Background: an optimization exercise with open tools, aiming at small area. Do not read the settings as production practice.
For this run, only the layout was checked, not whether the RTL still works.
Power is estimated from default activity; no workload was simulated.

==> design.v <==
module RegFile 
  #(parameter Data_bus_width    = 8,
              Address_bus_width = 4)
   (
      input      wire       [Data_bus_width - 1:0]      WrData,
      input      wire       [Address_bus_width - 1:0]   Address,
      input      wire                                   WrEn, RdEn,
      input      wire                                   CLK,
      input      wire                                   RST,          
      output     reg        [Data_bus_width - 1:0]      RdData,
      output     wire       [Data_bus_width - 1:0]      REG0, REG1, REG2, REG3, REG4, REG5  
   );
      integer i;
      localparam memory_depth = 1 << Address_bus_width;
      reg     [Data_bus_width - 1:0]     Memory     [0:memory_depth - 1];
      assign REG0 = Memory[0];                                       
      assign REG1 = Memory[1];                                       
      assign REG2 = Memory[2];                                       
      assign REG3 = Memory[3];                                       
      assign REG4 = Memory[4];                                       
      assign REG5 = Memory[5];                                       
      always @(posedge CLK or negedge RST)
        begin
          if (!RST)
            begin
              for (i = 0; i < memory_depth; i = i + 1)
                begin
                  Memory[i]   <= 'b0;
                end
            end
          else if (WrEn)
            begin
              Memory[Address] <= WrData;
            end
          else if (RdEn)
            begin
              RdData <= Memory[Address];
            end
        end
endmodule 
module ALU 
  #(parameter Data_bus_width = 8, 
              ALU_FUNC_width = 4)
   (
    input       wire       [Data_bus_width - 1:0]         A,B,
    input       wire       [ALU_FUNC_width - 1:0]         ALU_FUN,
    input       wire                                      Enable,
    input       wire                                      CLK,
    input       wire                                      CLK_EN,       
    input       wire                                      RST,          
    output      reg        [Data_bus_width - 1:0]         ALU_OUT,
    output      reg                                       OUT_VALID                        
   );
    always @(posedge CLK or negedge RST)
      begin
        if (!RST)
          begin
            ALU_OUT   <=  'b0;
            OUT_VALID <= 1'b0;
          end
        else if (CLK_EN)
         begin
        if (Enable == 1'b1)
          begin
            case (ALU_FUN)
              'b0000 : begin
                        ALU_OUT   <= A + B;
                        OUT_VALID <= 1'b1;
                       end
              'b0001 : begin
                        ALU_OUT   <= A - B;
                        OUT_VALID <= 1'b1;
                       end
              'b0010 : begin
                        ALU_OUT   <= A * B;
                        OUT_VALID <= 1'b1;
                       end
              'b0011 : begin
                        ALU_OUT   <= (B == 'b0) ? {Data_bus_width{1'b1}} : A / B;
                        OUT_VALID <= 1'b1;
                       end
              'b0100 : begin
                        ALU_OUT   <= A & B;
                        OUT_VALID <= 1'b1;
                       end
              'b0101 : begin
                        ALU_OUT   <= A | B;
                        OUT_VALID <= 1'b1;
                       end
              'b0110 : begin
                        ALU_OUT   <= ~(A & B);
                        OUT_VALID <= 1'b1;
                       end
              'b0111 : begin
                        ALU_OUT   <= ~(A | B);
                        OUT_VALID <= 1'b1;
                       end
              'b1000 : begin
                        ALU_OUT   <= A ^ B;
                        OUT_VALID <= 1'b1;
                       end
              'b1001 : begin
                        ALU_OUT   <= A ~^ B;
                        OUT_VALID <= 1'b1;
                       end
              'b1010 : begin
                        ALU_OUT   <= (A == B) ? 'd1 : 'b0;
                        OUT_VALID <= 1'b1;
                       end
              'b1011 : begin
                        ALU_OUT   <= (A > B)  ? 'd2 : 'b0;
                        OUT_VALID <= 1'b1;
                       end
              'b1100 : begin
                        ALU_OUT   <= (A < B)  ? 'd3 : 'b0;
                        OUT_VALID <= 1'b1;
                       end
              'b1101 : begin
                        ALU_OUT   <= A >> 1;
                        OUT_VALID <= 1'b1;
                       end
              'b1110 : begin
                        ALU_OUT   <= A << 1;
                        OUT_VALID <= 1'b1;
                       end
              default: begin
                        ALU_OUT   <=  'b0;
                        OUT_VALID <= 1'b0;
                       end
            endcase
          end
        else 
          begin
            ALU_OUT   <=  'b0;
            OUT_VALID <= 1'b0;
          end
       end
      end
endmodule
module Save_State_Unit (
    input     wire                  Save_Enable,
    input     wire    [4:0]         Prev_Check_State,
    input     wire                  RST,
    input     wire                  CLK,
    output    reg     [4:0]         Saved_State
);
always @(posedge CLK or negedge RST)
    begin
        if(!RST)
            begin
                Saved_State <= 5'b0_0000;
            end 
        else if (Save_Enable)
            begin
                Saved_State <= Prev_Check_State;
            end
    end
endmodule 
module FSM_Control_Unit (
input                        Enable,
input    wire     [7:0]      ALU_Config0,
input    wire     [7:0]      ALU_Config1,
input                        UART_Busy,
input    wire                RST,
input    wire                CLK,
input    wire     [4:0]      Saved_State,
output   reg                 ALU_Enable,
output   reg      [3:0]      ALU_FUN,
output   reg                 CLKG_EN,
output   reg                 Done_Flag, 
output   reg                 Save_Enable,
output   reg      [4:0]      Prev_Check_State
);
reg      [4:0]     Current_state, Next_state;
localparam IDLE_STATE       = 5'b0_0000;
localparam Wait_STATE       = 5'b0_0001;
localparam Check_0          = 5'b0_0010;
localparam Check_1          = 5'b0_0011;
localparam Check_2          = 5'b0_0100;
localparam Check_3          = 5'b0_0101;
localparam Check_4          = 5'b0_0110;
localparam Check_5          = 5'b0_0111;
localparam Check_6          = 5'b0_1000;
localparam Check_7          = 5'b0_1001;
localparam Check_8          = 5'b0_1010;
localparam Check_9          = 5'b0_1011;
localparam Check_10         = 5'b0_1100;
localparam Check_11         = 5'b0_1101;
localparam Check_12         = 5'b0_1110;
localparam Check_13         = 5'b0_1111;
localparam Check_14         = 5'b1_0000;
localparam Check_15         = 5'b1_0001;
localparam ALU_CALC_CYCLE   = 5'b1_0010;
always @(posedge CLK or negedge RST)
    begin
        if (!RST)
          begin
              Current_state <= IDLE_STATE;
          end
        else
          begin
              Current_state <= Next_state;
          end
    end
always @(*)
    begin
        case (Current_state)
            IDLE_STATE       : begin
                                if (Enable)
                                    begin
                                        Next_state = Check_0;
                                    end
                                else 
                                    begin
                                        Next_state = IDLE_STATE;
                                    end
                               end
            ALU_CALC_CYCLE   : begin
                                 Next_state = Wait_STATE;
                               end
            Wait_STATE       : begin
                                if (!UART_Busy)
                                    begin
                                        if (Saved_State != Check_15)
                                            begin
                                                Next_state = Saved_State + 5'b0_0001;
                                            end
                                        else 
                                            begin
                                                Next_state = IDLE_STATE;
                                            end
                                    end
                                else 
                                    begin
                                        Next_state = Wait_STATE;
                                    end
                               end
            Check_0          : begin
                                if (ALU_Config0[0])
                                    begin
                                        Next_state = ALU_CALC_CYCLE;
                                    end
                                else 
                                    begin
                                        Next_state = Check_1;
                                    end
                               end
            Check_1          : begin
                                if (ALU_Config0[1])
                                    begin
                                        Next_state = ALU_CALC_CYCLE;
                                    end
                                else 
                                    begin
                                        Next_state = Check_2;
                                    end
                               end
            Check_2          : begin
                                if (ALU_Config0[2])
                                    begin
                                        Next_state = ALU_CALC_CYCLE;
                                    end
                                else 
                                    begin
                                        Next_state = Check_3;
                                    end
                               end
            Check_3          : begin
                                if (ALU_Config0[3])
                                    begin
                                        Next_state = ALU_CALC_CYCLE;
                                    end
                                else 
                                    begin
                                        Next_state = Check_4;
                                    end
                               end
            Check_4          : begin
                                if (ALU_Config0[4])
                                    begin
                                        Next_state = ALU_CALC_CYCLE;
                                    end
                                else 
                                    begin
                                        Next_state = Check_5;
                                    end
                               end
            Check_5          : begin
                                if (ALU_Config0[5])
                                    begin
                                        Next_state = ALU_CALC_CYCLE;
                                    end
                                else 
                                    begin
                                        Next_state = Check_6;
                                    end
                               end
            Check_6          : begin
                                if (ALU_Config0[6])
                                    begin
                                        Next_state = ALU_CALC_CYCLE;
                                    end
                                else 
                                    begin
                                        Next_state = Check_7;
                                    end
                               end
            Check_7          : begin
                                if (ALU_Config0[7])
                                    begin
                                        Next_state = ALU_CALC_CYCLE;
                                    end
                                else 
                                    begin
                                        Next_state = Check_8;
                                    end
                               end
            Check_8          : begin
                                if (ALU_Config1[0])
                                    begin
                                        Next_state = ALU_CALC_CYCLE;
                                    end
                                else 
                                    begin
                                        Next_state = Check_9;
                                    end
                               end
            Check_9          : begin
                                if (ALU_Config1[1])
                                    begin
                                        Next_state = ALU_CALC_CYCLE;
                                    end
                                else 
                                    begin
                                        Next_state = Check_10;
                                    end
                               end
            Check_10         : begin
                                if (ALU_Config1[2])
                                    begin
                                        Next_state = ALU_CALC_CYCLE;
                                    end
                                else 
                                    begin
                                        Next_state = Check_11;
                                    end
                               end
            Check_11         : begin
                                if (ALU_Config1[3])
                                    begin
                                        Next_state = ALU_CALC_CYCLE;
                                    end
                                else 
                                    begin
                                        Next_state = Check_12;
                                    end
                               end
            Check_12         : begin
                                if (ALU_Config1[4])
                                    begin
                                        Next_state = ALU_CALC_CYCLE;
                                    end
                                else 
                                    begin
                                        Next_state = Check_13;
                                    end
                               end
            Check_13         : begin
                                if (ALU_Config1[5])
                                    begin
                                        Next_state = ALU_CALC_CYCLE;
                                    end
                                else 
                                    begin
                                        Next_state = Check_14;
                                    end
                               end
            Check_14         : begin
                                if (ALU_Config1[6])
                                    begin
                                        Next_state = ALU_CALC_CYCLE;
                                    end
                                else 
                                    begin
                                        Next_state = Check_15;
                                    end
                               end
            Check_15         : begin
                                if (ALU_Config1[7])
                                    begin
                                        Next_state = ALU_CALC_CYCLE;
                                    end
                                else 
                                    begin
                                        Next_state = IDLE_STATE;
                                    end
                               end
            default          : begin
                                Next_state = IDLE_STATE;
                               end
        endcase
    end
always @(*)
    begin
        case (Current_state)
            IDLE_STATE       : begin
                                ALU_Enable                  = 1'b0;
                                ALU_FUN                     = 4'b0000; 
                                CLKG_EN                     = 1'b0;
                                Done_Flag				    = 1'b1;
                                Save_Enable                 = 1'b0;
                                Prev_Check_State            = IDLE_STATE;
                               end
            ALU_CALC_CYCLE   : begin
                                ALU_Enable                  = 1'b0;
                                ALU_FUN                     = 4'b0000; 
                                CLKG_EN                     = 1'b1;
                                Done_Flag				    = 1'b0;
                                Save_Enable                 = 1'b0;
                                Prev_Check_State            = IDLE_STATE;
                               end
            Wait_STATE       : begin
                                ALU_Enable                  = 1'b0;
                                ALU_FUN                     = 4'b0000; 
                                CLKG_EN                     = 1'b0;
                                Done_Flag				    = 1'b0;
                                Save_Enable                 = 1'b0;
                                Prev_Check_State            = IDLE_STATE;
                               end
            Check_0          : begin
                                if (ALU_Config0[0])
                                    begin
                                        ALU_Enable                  = 1'b1;
                                        ALU_FUN                     = 4'b0000; 
                                        CLKG_EN                     = 1'b1;
                                        Done_Flag				    = 1'b0;
                                        Save_Enable                 = 1'b1;
                                        Prev_Check_State            = Check_0;
                                    end
                                else 
                                    begin
                                        ALU_Enable                  = 1'b0;
                                        ALU_FUN                     = 4'b0000; 
                                        CLKG_EN                     = 1'b0;
                                        Done_Flag				    = 1'b0;
                                        Save_Enable                 = 1'b0;
                                        Prev_Check_State            = Check_0;
                                    end
                               end
            Check_1          : begin
                                if (ALU_Config0[1])
                                    begin
                                        ALU_Enable                  = 1'b1;
                                        ALU_FUN                     = 4'b0001; 
                                        CLKG_EN                     = 1'b1;
                                        Done_Flag				    = 1'b0;
                                        Save_Enable                 = 1'b1;
                                        Prev_Check_State            = Check_1;
                                    end
                                else 
                                    begin
                                        ALU_Enable                  = 1'b0;
                                        ALU_FUN                     = 4'b0000; 
                                        CLKG_EN                     = 1'b0;
                                        Done_Flag				    = 1'b0;
                                        Save_Enable                 = 1'b0;
                                        Prev_Check_State            = Check_1;
                                    end
                               end
            Check_2          : begin
                                if (ALU_Config0[2])
                                    begin
                                        ALU_Enable                  = 1'b1;
                                        ALU_FUN                     = 4'b0010; 
                                        CLKG_EN                     = 1'b1;
                                        Done_Flag				    = 1'b0;
                                        Save_Enable                 = 1'b1;
                                        Prev_Check_State            = Check_2;
                                    end
                                else 
                                    begin
                                        ALU_Enable                  = 1'b0;
                                        ALU_FUN                     = 4'b0000; 
                                        CLKG_EN                     = 1'b0;
                                        Done_Flag				    = 1'b0;
                                        Save_Enable                 = 1'b0;
                                        Prev_Check_State            = Check_2;
                                    end
                               end
            Check_3          : begin
                                if (ALU_Config0[3])
                                    begin
                                        ALU_Enable                  = 1'b1;
                                        ALU_FUN                     = 4'b0011; 
                                        CLKG_EN                     = 1'b1;
                                        Done_Flag				    = 1'b0;
                                        Save_Enable                 = 1'b1;
                                        Prev_Check_State            = Check_3;
                                    end
                                else 
                                    begin
                                        ALU_Enable                  = 1'b0;
                                        ALU_FUN                     = 4'b0000; 
                                        CLKG_EN                     = 1'b0;
                                        Done_Flag				    = 1'b0;
                                        Save_Enable                 = 1'b0;
                                        Prev_Check_State            = Check_3;
                                    end
                               end
            Check_4          : begin
                                if (ALU_Config0[4])
                                    begin
                                        ALU_Enable                  = 1'b1;
                                        ALU_FUN                     = 4'b0100; 
                                        CLKG_EN                     = 1'b1;
                                        Done_Flag				    = 1'b0;
                                        Save_Enable                 = 1'b1;
                                        Prev_Check_State            = Check_4;
                                    end
                                else 
                                    begin
                                        ALU_Enable                  = 1'b0;
                                        ALU_FUN                     = 4'b0000; 
                                        CLKG_EN                     = 1'b0;
                                        Done_Flag				    = 1'b0;
                                        Save_Enable                 = 1'b0;
                                        Prev_Check_State            = Check_4;
                                    end
                               end
            Check_5          : begin
                                if (ALU_Config0[5])
                                    begin
                                        ALU_Enable                  = 1'b1;
                                        ALU_FUN                     = 4'b0101; 
                                        CLKG_EN                     = 1'b1;
                                        Done_Flag				    = 1'b0;
                                        Save_Enable                 = 1'b1;
                                        Prev_Check_State            = Check_5;
                                    end
                                else 
                                    begin
                                        ALU_Enable                  = 1'b0;
                                        ALU_FUN                     = 4'b0000; 
                                        CLKG_EN                     = 1'b0;
                                        Done_Flag				    = 1'b0;
                                        Save_Enable                 = 1'b0;
                                        Prev_Check_State            = Check_5;
                                    end
                               end
            Check_6          : begin
                                if (ALU_Config0[6])
                                    begin
                                        ALU_Enable                  = 1'b1;
                                        ALU_FUN                     = 4'b0110; 
                                        CLKG_EN                     = 1'b1;
                                        Done_Flag				    = 1'b0;
                                        Save_Enable                 = 1'b1;
                                        Prev_Check_State            = Check_6;
                                    end
                                else 
                                    begin
                                        ALU_Enable                  = 1'b0;
                                        ALU_FUN                     = 4'b0000; 
                                        CLKG_EN                     = 1'b0;
                                        Done_Flag				    = 1'b0;
                                        Save_Enable                 = 1'b0;
                                        Prev_Check_State            = Check_6;
                                    end
                               end
            Check_7          : begin
                                if (ALU_Config0[7])
                                    begin
                                        ALU_Enable                  = 1'b1;
                                        ALU_FUN                     = 4'b0111; 
                                        CLKG_EN                     = 1'b1;
                                        Done_Flag				    = 1'b0;
                                        Save_Enable                 = 1'b1;
                                        Prev_Check_State            = Check_7;
                                    end
                                else 
                                    begin
                                        ALU_Enable                  = 1'b0;
                                        ALU_FUN                     = 4'b0000; 
                                        CLKG_EN                     = 1'b0;
                                        Done_Flag				    = 1'b0;
                                        Save_Enable                 = 1'b0;
                                        Prev_Check_State            = Check_7;
                                    end
                               end
            Check_8          : begin
                                if (ALU_Config1[0])
                                    begin
                                        ALU_Enable                  = 1'b1;
                                        ALU_FUN                     = 4'b1000; 
                                        CLKG_EN                     = 1'b1;
                                        Done_Flag				    = 1'b0;
                                        Save_Enable                 = 1'b1;
                                        Prev_Check_State            = Check_8;
                                    end
                                else 
                                    begin
                                        ALU_Enable                  = 1'b0;
                                        ALU_FUN                     = 4'b1000; 
                                        CLKG_EN                     = 1'b0;
                                        Done_Flag				    = 1'b0;
                                        Save_Enable                 = 1'b0;
                                        Prev_Check_State            = Check_8;
                                    end
                               end
            Check_9          : begin
                                if (ALU_Config1[1])
                                    begin
                                        ALU_Enable                  = 1'b1;
                                        ALU_FUN                     = 4'b1001; 
                                        CLKG_EN                     = 1'b1;
                                        Done_Flag				    = 1'b0;
                                        Save_Enable                 = 1'b1;
                                        Prev_Check_State            = Check_9;
                                    end
                                else 
                                    begin
                                        ALU_Enable                  = 1'b0;
                                        ALU_FUN                     = 4'b0000; 
                                        CLKG_EN                     = 1'b0;
                                        Done_Flag				    = 1'b0;
                                        Save_Enable                 = 1'b0;
                                        Prev_Check_State            = Check_9;
                                    end
                               end
            Check_10         : begin
                                if (ALU_Config1[2])
                                     begin
                                        ALU_Enable                  = 1'b1;
                                        ALU_FUN                     = 4'b1010; 
                                        CLKG_EN                     = 1'b1;
                                        Done_Flag				    = 1'b0;
                                        Save_Enable                 = 1'b1;
                                        Prev_Check_State            = Check_10;
                                    end
                                else 
                                    begin
                                        ALU_Enable                  = 1'b0;
                                        ALU_FUN                     = 4'b0000; 
                                        CLKG_EN                     = 1'b0;
                                        Done_Flag				    = 1'b0;
                                        Save_Enable                 = 1'b0;
                                        Prev_Check_State            = Check_10;
                                    end
                               end
            Check_11         : begin
                                if (ALU_Config1[3])
                                    begin
                                        ALU_Enable                  = 1'b1;
                                        ALU_FUN                     = 4'b1011; 
                                        CLKG_EN                     = 1'b1;
                                        Done_Flag				    = 1'b0;
                                        Save_Enable                 = 1'b1;
                                        Prev_Check_State            = Check_11;
                                    end
                                else 
                                    begin
                                        ALU_Enable                  = 1'b0;
                                        ALU_FUN                     = 4'b0000; 
                                        CLKG_EN                     = 1'b0;
                                        Done_Flag				    = 1'b0;
                                        Save_Enable                 = 1'b0;
                                        Prev_Check_State            = Check_11;
                                    end
                               end
            Check_12         : begin
                                if (ALU_Config1[4])
                                    begin
                                        ALU_Enable                  = 1'b1;
                                        ALU_FUN                     = 4'b1100; 
                                        CLKG_EN                     = 1'b1;
                                        Done_Flag				    = 1'b0;
                                        Save_Enable                 = 1'b1;
                                        Prev_Check_State            = Check_12;
                                    end
                                else 
                                    begin
                                        ALU_Enable                  = 1'b0;
                                        ALU_FUN                     = 4'b0000; 
                                        CLKG_EN                     = 1'b0;
                                        Done_Flag				    = 1'b0;
                                        Save_Enable                 = 1'b0;
                                        Prev_Check_State            = Check_12;
                                    end
                               end
            Check_13         : begin
                                if (ALU_Config1[5])
                                    begin
                                        ALU_Enable                  = 1'b1;
                                        ALU_FUN                     = 4'b1101; 
                                        CLKG_EN                     = 1'b1;
                                        Done_Flag				    = 1'b0;
                                        Save_Enable                 = 1'b1;
                                        Prev_Check_State            = Check_13;
                                    end
                                else 
                                    begin
                                        ALU_Enable                  = 1'b0;
                                        ALU_FUN                     = 4'b0000; 
                                        CLKG_EN                     = 1'b0;
                                        Done_Flag				    = 1'b0;
                                        Save_Enable                 = 1'b0;
                                        Prev_Check_State            = Check_13;
                                    end
                               end
            Check_14         : begin
                                if (ALU_Config1[6])
                                    begin
                                        ALU_Enable                  = 1'b1;
                                        ALU_FUN                     = 4'b1110; 
                                        CLKG_EN                     = 1'b1;
                                        Done_Flag				    = 1'b0;
                                        Save_Enable                 = 1'b1;
                                        Prev_Check_State            = Check_14;
                                    end
                                else 
                                    begin
                                        ALU_Enable                  = 1'b0;
                                        ALU_FUN                     = 4'b0000; 
                                        CLKG_EN                     = 1'b0;
                                        Done_Flag				    = 1'b0;
                                        Save_Enable                 = 1'b0;
                                        Prev_Check_State            = Check_14;
                                    end
                               end
            Check_15         : begin
                                if (ALU_Config1[7])
                                    begin
                                        ALU_Enable                  = 1'b1;
                                        ALU_FUN                     = 4'b1111; 
                                        CLKG_EN                     = 1'b1;
                                        Done_Flag				    = 1'b0;
                                        Save_Enable                 = 1'b1;
                                        Prev_Check_State            = Check_15;
                                    end
                                else 
                                    begin
                                        ALU_Enable                  = 1'b0;
                                        ALU_FUN                     = 4'b0000; 
                                        CLKG_EN                     = 1'b0;
                                        Done_Flag				    = 1'b0;
                                        Save_Enable                 = 1'b0;
                                        Prev_Check_State            = Check_15;
                                    end
                               end
            default          : begin
                                ALU_Enable                  = 1'b0;
                                ALU_FUN                     = 4'b0000; 
                                CLKG_EN                     = 1'b0;
                                Done_Flag				    = 1'b1;
                                Save_Enable                 = 1'b0;
                                Prev_Check_State            = IDLE_STATE;
                               end
        endcase
    end
endmodule 
module FSM_Controller (
input                        Enable,
input    wire     [7:0]      ALU_Config0,
input    wire     [7:0]      ALU_Config1,
input                        UART_Busy,
input    wire                RST,
input    wire                CLK,
output   wire                ALU_Enable,
output   wire     [3:0]      ALU_FUN,
output   wire                CLKG_EN,
output   wire                Done_Flag
);
wire    [4:0]      Prev_Check_State;
wire               Save_Enable;
wire    [4:0]      Saved_State;
Save_State_Unit SaveUnit (
    .Save_Enable(Save_Enable), .Prev_Check_State(Prev_Check_State),
    .Saved_State(Saved_State), .CLK(CLK), .RST(RST)
);
FSM_Control_Unit FSMUnit (
    .Enable(Enable), .ALU_Config0(ALU_Config0), .ALU_Config1(ALU_Config1),
    .UART_Busy(UART_Busy), .CLK(CLK), .RST(RST), .Saved_State(Saved_State),
    .ALU_Enable(ALU_Enable), .ALU_FUN(ALU_FUN), .CLKG_EN(CLKG_EN), 
    .Done_Flag(Done_Flag), .Save_Enable(Save_Enable),
    .Prev_Check_State(Prev_Check_State)
);
endmodule
module Parity
(
    input      wire      [7:0]                         P_DATA,
    input      wire      [1:0]                         Configuration,     
    input      wire                                    CLK,
    input          wire                           CLK_EN,
    input      wire                                    RST,
    input      wire                                    Load_Data_En,
    output     reg                                     Parity_bit
);
always @(posedge CLK or negedge RST)
    begin
        if (!RST)
            begin
                Parity_bit <= 1'b0;
            end
        else if (CLK_EN & Configuration[0] & Load_Data_En)
            begin
                Parity_bit <= Configuration[1] ? ~^P_DATA : ^P_DATA;
            end
    end
endmodule
module Counter_Data 
(
    input          wire                           En,
    input          wire                           CLK,
    input          wire                           CLK_EN,
    input          wire                           RST,
    output         wire                           Finish_Data_Transmission
);
reg   [3:0]    Counter;
always @(posedge CLK or negedge RST)
    begin
        if (!RST)
            begin
                Counter <= 4'b0000;
            end
        else if (CLK_EN)
            begin
                if (En)
                    Counter <= Counter + 4'b0001;
                else
                    Counter <= 4'b0000;
            end
    end
assign Finish_Data_Transmission = (Counter == 4'd7);
endmodule
module Serializer 
(
    input      wire      [7:0]                         P_DATA,
    input      wire                                    CLK,
    input          wire                           CLK_EN,
    input      wire                                    RST,
    input      wire                                    Load_Data_en,
    output     reg                                     DATA
);
reg    [7:0]  Parallel_Data;
always @(posedge CLK or negedge RST)
    begin
        if (!RST)
            begin
                Parallel_Data   <=   8'b0;
            end
        else if (!CLK_EN)
            begin
            end
        else if (Load_Data_en)
            begin
                Parallel_Data   <=   P_DATA;
            end
        else 
            begin
                Parallel_Data   <=   {1'b0,Parallel_Data[7:1]};
                DATA            <= Parallel_Data[0];
            end
    end
endmodule
module FSM_Data_Transmission 
(
  input      wire                                    DATA,
  input      wire                                    DATA_VALID,
  input      wire                                    Parity_bit,
  input      wire                                    Parity_en,
  input      wire                                    Finish_Data_Transmission,
  input      wire                                    CLK,
    input          wire                           CLK_EN,
  input      wire                                    RST,            
  output     reg                                     S_DATA,
  output     reg                                     Busy,
  output     reg                                     En_Data_Counter,
  output     reg                                     Load_Data_en
);
reg      [2:0]     Current_state, Next_state;
localparam IDLE_STATE       = 3'b000;
localparam TRANSMIT_START   = 3'b001;
localparam TRANSMIT_DATA    = 3'b011;
localparam TRANSMIT_PARITY  = 3'b010; 
localparam TRANSMIT_STOP    = 3'b110;
always @(posedge CLK or negedge RST)
    begin
        if (!RST)
          begin
              Current_state <= IDLE_STATE;
          end
        else if (CLK_EN)
          begin
              Current_state <= Next_state;
          end
    end
always @(*)
    begin
        case (Current_state)
        IDLE_STATE      : begin
                            if (DATA_VALID)
                              begin
                                Next_state = TRANSMIT_START;
                              end
                            else
                              begin
                                Next_state = IDLE_STATE;
                              end
                          end
        TRANSMIT_START  : begin
                            Next_state = TRANSMIT_DATA;
                          end
        TRANSMIT_DATA   : begin
                            if (Finish_Data_Transmission & Parity_en)
                                  begin
                                    Next_state = TRANSMIT_PARITY;
                                  end
                            else if (Finish_Data_Transmission & !Parity_en)
                                  begin
                                    Next_state = TRANSMIT_STOP;
                                  end
                            else
                                  begin
                                    Next_state = TRANSMIT_DATA;
                                  end                      
                          end
        TRANSMIT_PARITY : begin
                            Next_state = TRANSMIT_STOP;
                          end 
        TRANSMIT_STOP   : begin
                            Next_state = IDLE_STATE;
                          end 
        default         : begin
                            Next_state = IDLE_STATE;
                          end
        endcase
    end
always @(*)
    begin
        case (Current_state)
          IDLE_STATE      : begin
                             Busy            = 1'b0;
                             S_DATA          = 1'b1;
                             En_Data_Counter = 1'b0;
                             if (DATA_VALID)
                                begin
                                  Load_Data_en    = 1'b1;
                                end
                             else 
                                begin
                                  Load_Data_en    = 1'b0;
                                end
                            end
          TRANSMIT_START  : begin
                             Busy            = 1'b1;
                             S_DATA          = 1'b0;
                             En_Data_Counter = 1'b0;
                             Load_Data_en    = 1'b0;
                            end
          TRANSMIT_DATA   : begin
                             Busy            = 1'b1;
                             S_DATA          = DATA;
                             En_Data_Counter = 1'b1;
                             Load_Data_en    = 1'b0;
                            end
          TRANSMIT_PARITY : begin
                             Busy            = 1'b1;
                             S_DATA          = Parity_bit;
                             En_Data_Counter = 1'b0;
                             Load_Data_en    = 1'b0;
                            end
          TRANSMIT_STOP   : begin
                             Busy            = 1'b1;
                             S_DATA          = 1'b1;
                             En_Data_Counter = 1'b0;
                             Load_Data_en    = 1'b0;
                            end
          default         : begin
                             Busy            = 1'b0;
                             S_DATA          = 1'b1;
                             En_Data_Counter = 1'b0;
                             Load_Data_en    = 1'b0;
                            end
        endcase
    end
endmodule 
module UART 
  (
  input      wire      [7:0]                         P_DATA,
  input      wire                                    DATA_VALID,
  input      wire      [1:0]                         Configuration,  
  input      wire                                    CLK,
  input      wire                                    CLK_EN,         
  input      wire                                    RST,            
  output     wire                                    S_DATA,
  output     wire                                    Busy
  );
    wire    Parity_bit, DATA, En_Data, Finish_Data_Transmission, Load_Data_En;
    Parity P1 (
        .P_DATA(P_DATA), .Configuration(Configuration), .CLK(CLK), .CLK_EN(CLK_EN),
        .RST(RST), .Load_Data_En(Load_Data_En), .Parity_bit(Parity_bit)
    );
    Counter_Data CD1 (
        .En(En_Data), .CLK(CLK), .CLK_EN(CLK_EN), .RST(RST), .Finish_Data_Transmission(Finish_Data_Transmission)
    );
    Serializer S1(
        .P_DATA(P_DATA), .CLK(CLK), .CLK_EN(CLK_EN), .RST(RST), .Load_Data_en(Load_Data_En),
        .DATA(DATA)
    );
FSM_Data_Transmission FSM(
    .DATA(DATA), .DATA_VALID(DATA_VALID), .Parity_bit(Parity_bit),
    .Parity_en(Configuration[0]), .Finish_Data_Transmission(Finish_Data_Transmission),
    .CLK(CLK), .CLK_EN(CLK_EN), .RST(RST), .S_DATA(S_DATA), .Busy(Busy), .En_Data_Counter(En_Data),
    .Load_Data_en(Load_Data_En)
);
endmodule 
module Clock_Divider 
#(parameter RATIO_WD = 4)
(
  input   wire               i_ref_clk,
  input   wire               i_rst_en,
  input   wire               i_clk_en,
  input   wire    [7:0]      i_div_ratio,
  output  wire                o_div_tick      
  );
reg  [RATIO_WD-2 : 0]  count ;
wire [RATIO_WD-2 :0]   edge_flip_half ;  
wire [RATIO_WD-2 :0]   edge_flip_full ;                                                                        
reg                    div_clk ;
reg                    odd_edge_tog ;               
wire                   is_one ;
wire                   is_zero;
wire                   clk_en;
wire                   is_odd;
wire                   flip;
always @(posedge i_ref_clk or negedge i_rst_en)                
 begin : counter_proc
  if(!i_rst_en)
   begin
    count <= 0 ;
	div_clk <= 0 ;	
    odd_edge_tog <= 1 ;
   end
    else if(clk_en) 
     begin
      if(!is_odd && (count == edge_flip_half))               
       begin
        count <= 0 ;                                         
        div_clk <= ~div_clk ;                                
       end
      else if((is_odd && (count == edge_flip_half) && odd_edge_tog ) || (is_odd && (count == edge_flip_full) && !odd_edge_tog ))   
       begin  
        count <= 0 ;                                         
        div_clk <= ~div_clk ;		                         
        odd_edge_tog <= ~odd_edge_tog ;                      
       end
    else
     count <= count + 1'b1 ;
   end
 end
assign is_odd = i_div_ratio[0] ;
assign edge_flip_half = ((i_div_ratio >> 1) - 1 ) ;
assign edge_flip_full = (i_div_ratio >> 1) ;
assign is_zero = ~|i_div_ratio ;                                
assign is_one  = (i_div_ratio == 1'b1) ;                        
assign clk_en = i_clk_en & !is_one & !is_zero;                  
assign flip = (!is_odd && (count == edge_flip_half)) ||
              (is_odd && (count == edge_flip_half) && odd_edge_tog) ||
              (is_odd && (count == edge_flip_full) && !odd_edge_tog) ;
assign o_div_tick = clk_en ? (flip & !div_clk) : 1'b1 ;         
endmodule
module System_Top #(parameter WIDTH = 8, ADDR = 4 , ALU_FUN_WD = 4) (
input    wire                CONTROL_EN,
input    wire                CLKDIV_EN,
input    wire                CLK,
input    wire                RST,
input    wire                WrEn,
input    wire                RdEn,
input    wire   [ADDR-1:0]   Address,
input    wire   [WIDTH-1:0]  WrData,
output   wire   [WIDTH-1:0]  RdData,
output   wire                SYS_OUT,
output   wire                SYS_VLD,
output   wire                DONE_FLAG
);
wire    [WIDTH-1:0]      ALU_A,
                         ALU_B,
						 ALU_Config0,
						 ALU_Config1,
						 UART_Config,
						 CLKDIV_Config;
wire 	                 ALU_Enable,
					     CLKG_EN,
						 ALU_CLK,
						 ALU_VLD,
						 UART_CLK,
						 UART_CLK_div;
wire   [WIDTH-1:0]       ALU_OUT ;
wire   [ALU_FUN_WD-1:0]  ALU_FUN ;
FSM_Controller U0_FSM_Controller (
.CLK(CLK),
.RST(RST),
.Enable(CONTROL_EN),
.ALU_Config0(ALU_Config0),
.ALU_Config1(ALU_Config1),
.UART_Busy(SYS_VLD),
.ALU_Enable(ALU_Enable),
.ALU_FUN(ALU_FUN),
.CLKG_EN(CLKG_EN),
.Done_Flag(DONE_FLAG)
);
RegFile U0_RegFile (
.CLK(CLK),
.RST(RST),
.WrEn(WrEn),
.RdEn(RdEn),
.Address(Address),
.WrData(WrData),
.RdData(RdData),
.REG0(ALU_A),
.REG1(ALU_B),
.REG2(ALU_Config0),
.REG3(ALU_Config1),
.REG4(UART_Config),
.REG5(CLKDIV_Config)
);
ALU U0_ALU (
.CLK(CLK),
.CLK_EN(CLKG_EN),
.RST(RST),
.A(ALU_A), 
.B(ALU_B),
.Enable(ALU_Enable),
.ALU_FUN(ALU_FUN),
.ALU_OUT(ALU_OUT),
.OUT_VALID(ALU_VLD)
);
UART  U0_UART_TX (
.CLK(CLK),
.CLK_EN(UART_CLK_div),
.RST(RST),
.P_DATA(ALU_OUT),
.DATA_VALID(ALU_VLD),
.Configuration(UART_Config[1:0]),
.S_DATA(SYS_OUT),
.Busy(SYS_VLD)
);
Clock_Divider U0_ClkDiv (
.i_ref_clk(CLK),             
.i_rst_en(RST),               
.i_clk_en(CLKDIV_EN),               
.i_div_ratio(CLKDIV_Config),            
.o_div_tick(UART_CLK_div)           
);
endmodule
==> run.sh <==
#!/bin/bash
# synth_recipe.tcl (not shown) runs the flow's synth.tcl, then flattens the netlist and writes it again
# the make line also repeats each setting of config.mk as NAME=value (left out here)
make -C /OpenROAD-flow-scripts/flow DESIGN_CONFIG=/design/flow/config.mk WORK_HOME=/design/flow/orfs CLKGATE_MAP_FILE= SYNTH_SCRIPT=/design/flow/synth_recipe.tcl finish
==> config.mk <==
export PLATFORM = sky130hd
export DESIGN_NAME = System_Top
export DESIGN_NICKNAME = System_Top
export VERILOG_FILES = /design/flow/design.v
export SDC_FILE = /design/flow/constraint.sdc
export NUM_CORES = 4
export LEC_CHECK = 0
export CAP_MARGIN = 20
export CORE_MARGIN = 2
export CORE_UTILIZATION = 40
export SLEW_MARGIN = 20
==> constraint.sdc <==
create_clock -name core_clock -period 12.0 [get_ports {CLK}]
set_input_delay 2.4000 -clock core_clock [delete_from_list [all_inputs] [get_ports {CLK}]]
set_output_delay 2.4000 -clock core_clock [all_outputs]
set_load 0.01 [all_outputs]
==> key figures <==
Run status
  – Status: complete, no violations

Clock tree
  – H-Tree Depth: 4
  – Clock Latency Late Sink: ~0.45 ns
  – CTS sink cnt: roughly 180
  – CTS root buf: clkbuf_16
  – Clock slew at reported path FFs: around 0.080 ns
  – Total CTS buffers: 17
  – Clock Tree Buf Depth: 2
  – CTS tree: done

Yosys
  – Ys async rst share: 94.9%
  – Post-Synthesis Cells: between 1000 and 1500
  – Distinct cells, synth: 90
  – Synth Warn #: 10
  – Mean Syn Cell Area: around 9.7 um2
  – Post-synthesis sequential area ratio: ~36%
  – Syn nets: between 1000 and 1500
  – Main synth FF type: dfrtp_1
  – FF+latch count, synth: 177
  – Post-synthesis cell area: 12500 um2
  – Post-synth EDFFs: 9

Pwr
  – Comb pwr share: a little under three fifths
  – Switching share of power: approximately 44%
  – Sequential share of power: ~28%
  – Sw Pwr: ~1.5 mW
  – Leak: about 5.9 nW
  – PnR Total Power: between 3 and 4 mW
  – PwrDens: 248 nW/um2
  – Clock share of power: between 15 and 20%
  – Internal: ~1.9 mW
  – VDD IR max: about 0.00017 V

Route
  – Vias: about 10000
  – DRT Wirelength: 37800 um
  – Initial DRC Count: between 800 and 900
  – Post-DRT Antenna Nets: 0
  – # DRC: 0
  – Wire length per cell: between 20 and 25 um
  – DR pass1 iterations: 6
  – Vias per cell: just over 6

STA
  – # setup viols final: 0
  – Minimum clock period: about 11 ns
  – Final hold slack: around 0.48 ns
  – FMAX: 88.9 MHz
  – Tcrit/Tclk final: ~94%
  – RSZ-0062 raised after global routing: false
  – Final Worst Setup Slack: about 0.75 ns
  – Worst-Margin Slew: between 1 and 1.5 ns
  – Post-route clock skew: about 0.012 ns
  – Setup TNS: 0 ns
  – Fin. max-slew vios: 0
  – Max-Slew Margin vs Limit: approximately 28%
  – Final hold vios: 0

Placement
  – Routability cong.: a little over 0.9
  – Placed cell count: about 1700
  – DP Area: around 13000 um2
  – Port buffer count: 28
  – Dpl ws: between 0.2 and 0.25 ns
  – Final HPWL DP: roughly 27000 um

Floorplan
  – Top Ports: 29
  – Row count: 64
  – Die W: 181 um
  – Starting Density: approximately two fifths
  – Die area: approximately 33000 um2
  – Die height: 181 um
  – Core area: slightly above 30000 um2

Critical path
  – Maximum fanout along the worst path: 8
  – Worst Path Required: 12.33 ns
  – Worst Path Buf+Inv: 0
  – CP top delay family: compound AO/OA/AOI/OAI gates
  – Reg-to-Reg End: U0_ALU.ALU_OUT[0]$_DFFE_PN0P_
  – Crit-path max cell delay: around 0.63 ns
  – Setup CP Type: register to register
  – R2R Setup Slk: ~0.75 ns
  – Most frequent CP cell: ha_1
  – Critical Path AT: 11.58 ns
  – Kind of end point of the critical path: register
  – Reg2reg start: U0_RegFile.Memory[1][6]$_DFFE_PN0P_
  – Setup crit start kind: register
  – R2R depth: between 40 and 50
  – CP max-delay cell: or4_4

GRT
  – All-Layer GR Usage: between 20% and 30%
  – GRT overflow: 0
  – First-pass GRT wire length: 59200 um
  – Vias in the first global route: approximately 10000
  – Largest net degree at the start of global routing: 70
  – Initial antenna violation count: 0

Worst hold path
  – Hold path depth: 0
  – Hold Path Class: register to register
  – Worst Hold End: U0_UART_TX.S1.DATA$_DFFE_PP_
  – Beginning of the worst hold path: U0_UART_TX.S1.Parallel_Data[0]$_DFFE_PN0P_

Cells and area
  – P&R area growth vs syn: 10.3%
  – Antenna diodes: 0
  – Most frequent cells in the layout: 167 x dfrtp_1, 140 x mux2_2, 119 x nor2_1
  – Final nets: between 1000 and 1500
  – Final design instance area without fill: 13800 um2
  – Commonest non-fill, non-tap cell in the layout: dfrtp_1
  – Util after Layout: a little under half
  – Finished Layout Cells: between 1500 and 2000
  – Layout cell share with drive strength beyond 1: between 10% and 20%
  – Fill cell total of the finished layout: slightly below 3000

Flow run
  – Maxcap violations: 0
## routing by layer
metal | track usage, % | wire [um] | vias up
met1 | 31.8 | 17100 | 5077
met4 | 9.63 | 1430 | 0
met5 | 0 | 0 | -
li1 | - | - | 4747
met3 | 4.19 | 2030 | 101
met2 | 36.4 | 17300 | 362
## cell families (layout without fill, tap and decap cells)
family | count (synthesis) | in the layout | share of synthesized area, %
AOI/OAI and AO/OA | 313 | 313 | 17.0
xor gates and xnor gates | 44 | 44 | 3.29
adders and majority gates | 98 | 98 | 10.6
buffers and inverters | 125 | 137 | 3.95
DFF | 177 | 177 | 35.7
muxes | 170 | 170 | 15.1
and+or+nand+nor | 366 | 366 | 14.4
## synth_stat cells, types with 7 or more instances
| master | count | share of area [%] |
|---|---|---|
| dfrtp_1 | 167 | 33 |
| mux2_2 | 140 | 13 |
| nor2_1 | 119 | 3.6 |
| nand2_1 | 90 | 2.7 |
| ha_1 | 84 | 8.4 |
| a21oi_1 | 60 | 2.4 |
| inv_1 | 57 | 1.7 |
| clkbuf_1 | 55 | 1.6 |
| o21ai_0 | 55 | 2.2 |
| nand3_1 | 41 | 1.6 |
| mux2i_1 | 28 | 2.2 |
| xnor2_1 | 26 | 1.8 |
| nor3_1 | 20 | 0.80 |
| a22oi_1 | 19 | 1.1 |
| a31oi_1 | 18 | 0.90 |
| o21a_1 | 18 | 1.1 |
| and3_1 | 16 | 0.80 |
| o22ai_1 | 16 | 0.80 |
| xor2_1 | 16 | 1.1 |
| nand2b_1 | 15 | 0.75 |
| nor2b_1 | 15 | 0.75 |
| o211ai_1 | 15 | 0.90 |
| fa_1 | 14 | 2.2 |
| a22o_1 | 13 | 0.91 |
| a211oi_1 | 12 | 0.72 |
| a21o_1 | 12 | 0.72 |
| a221oi_1 | 9 | 0.63 |
| edfxtp_1 | 9 | 2.2 |
| a32oi_1 | 7 | 0.49 |
| nand4_1 | 7 | 0.35 |
## flip-flops by register name (all words and copies together) (netlist names), 4 cells and up
signal,cells
U0_RegFile.Memory,128
U0_ALU.ALU_OUT,8
U0_RegFile.RdData,8
U0_UART_TX.S1.Parallel_Data,8
U0_FSM_Controller.FSMUnit.Current_state,5
U0_FSM_Controller.SaveUnit.Saved_State,5
U0_UART_TX.CD1.Counter,4
## worst register-to-register path: cells and delay by family, from the launching register on
kind                       cells  cell delay (ns)
adders and majority gates      7             2.10
AOI/OAI and AO/OA             27             5.24
muxes                          3             1.00
and+or+nand+nor                9             2.33
DFF                            1             0.47
## repair_timing
item                                   CTS  global route
gates resized for setup                  0             9
endpoints found under the hold margin    0             0
buffers inserted                         0             2
hold buffers                             0             0
setup endpoints to repair                0             1
## worst max-delay path by stage
stage	from	to	slack [ns]	cells after the start
2_1_floorplan	U0_RegFile.Memory[1][6]$_DFFE_PN0P_	U0_ALU.ALU_OUT[0]$_DFFE_PN0P_	1.69	47
3_3_place_gp	U0_RegFile.Memory[1][6]$_DFFE_PN0P_	U0_ALU.ALU_OUT[0]$_DFFE_PN0P_	0.67	46
3_5_place_dp	U0_RegFile.Memory[1][6]$_DFFE_PN0P_	U0_ALU.ALU_OUT[0]$_DFFE_PN0P_	0.23	46
4_1_cts	U0_RegFile.Memory[1][6]$_DFFE_PN0P_	U0_ALU.ALU_OUT[0]$_DFFE_PN0P_	0.17	46
5_1_grt	U0_RegFile.Memory[1][6]$_DFFE_PN0P_	U0_ALU.ALU_OUT[0]$_DFFE_PN0P_	0.02	46
6_report	U0_RegFile.Memory[1][6]$_DFFE_PN0P_	U0_ALU.ALU_OUT[0]$_DFFE_PN0P_	0.75	46
## power groups by stage
stage | Sequential, mW | Clock (mW) | Combinational, mW
after global placement | 0.948 | 0 | 1.83
after floorplan | 0.864 | 0 | 1.48
final | 0.944 | 0.575 | 1.92
after detailed placement | 0.952 | 0 | 1.85
after global routing | 0.967 | 0.613 | 2.13
after CTS | 0.941 | 0.586 | 1.87
## cell type report
| cell class | instances | area [um2] | area share, % |
|---|---|---|---|
| multi-input cells | 991 | 7620 | 55.1 |
| flip-flops and latches | 177 | 4480 | 32.3 |
| well taps | 396 | 495 | 3.58 |
| clock buffers | 17 | 425 | 3.07 |
| repair buffers | 46 | 417 | 3.01 |
| inverters | 59 | 221 | 1.60 |
| clock inverters | 15 | 183 | 1.32 |

[separate check: timing with driven ports]
The results above use ideal ports. As a check the final layout listed here was re-extracted and re-timed, cells and wires unchanged.
Step 1 assumes that a clkbuf_16 drives the clock port and a buf_2 every other input.
Step 2 adds t to the input delays and takes it off the output delays; t is the mean of the earliest and latest rising clock arrival at the registers after step 1. Input paths then give back, and output paths get back, about the clock's delay inside the block.
Slacks: ideal / step 1 / step 2; pairs: ideal / step 1.
t (ns): 0.491
setup slack, ns: 0.749 / 0.749 / 0.749
worst hold slack (ns): 0.477 / 0.477 / 0.477
worst data-port slew with drivers (ns): 0.04
After both steps setup and hold are still met in this run. The setup slack of this run moves by 0.000 ns with the drivers and by 0.000 ns with both steps.
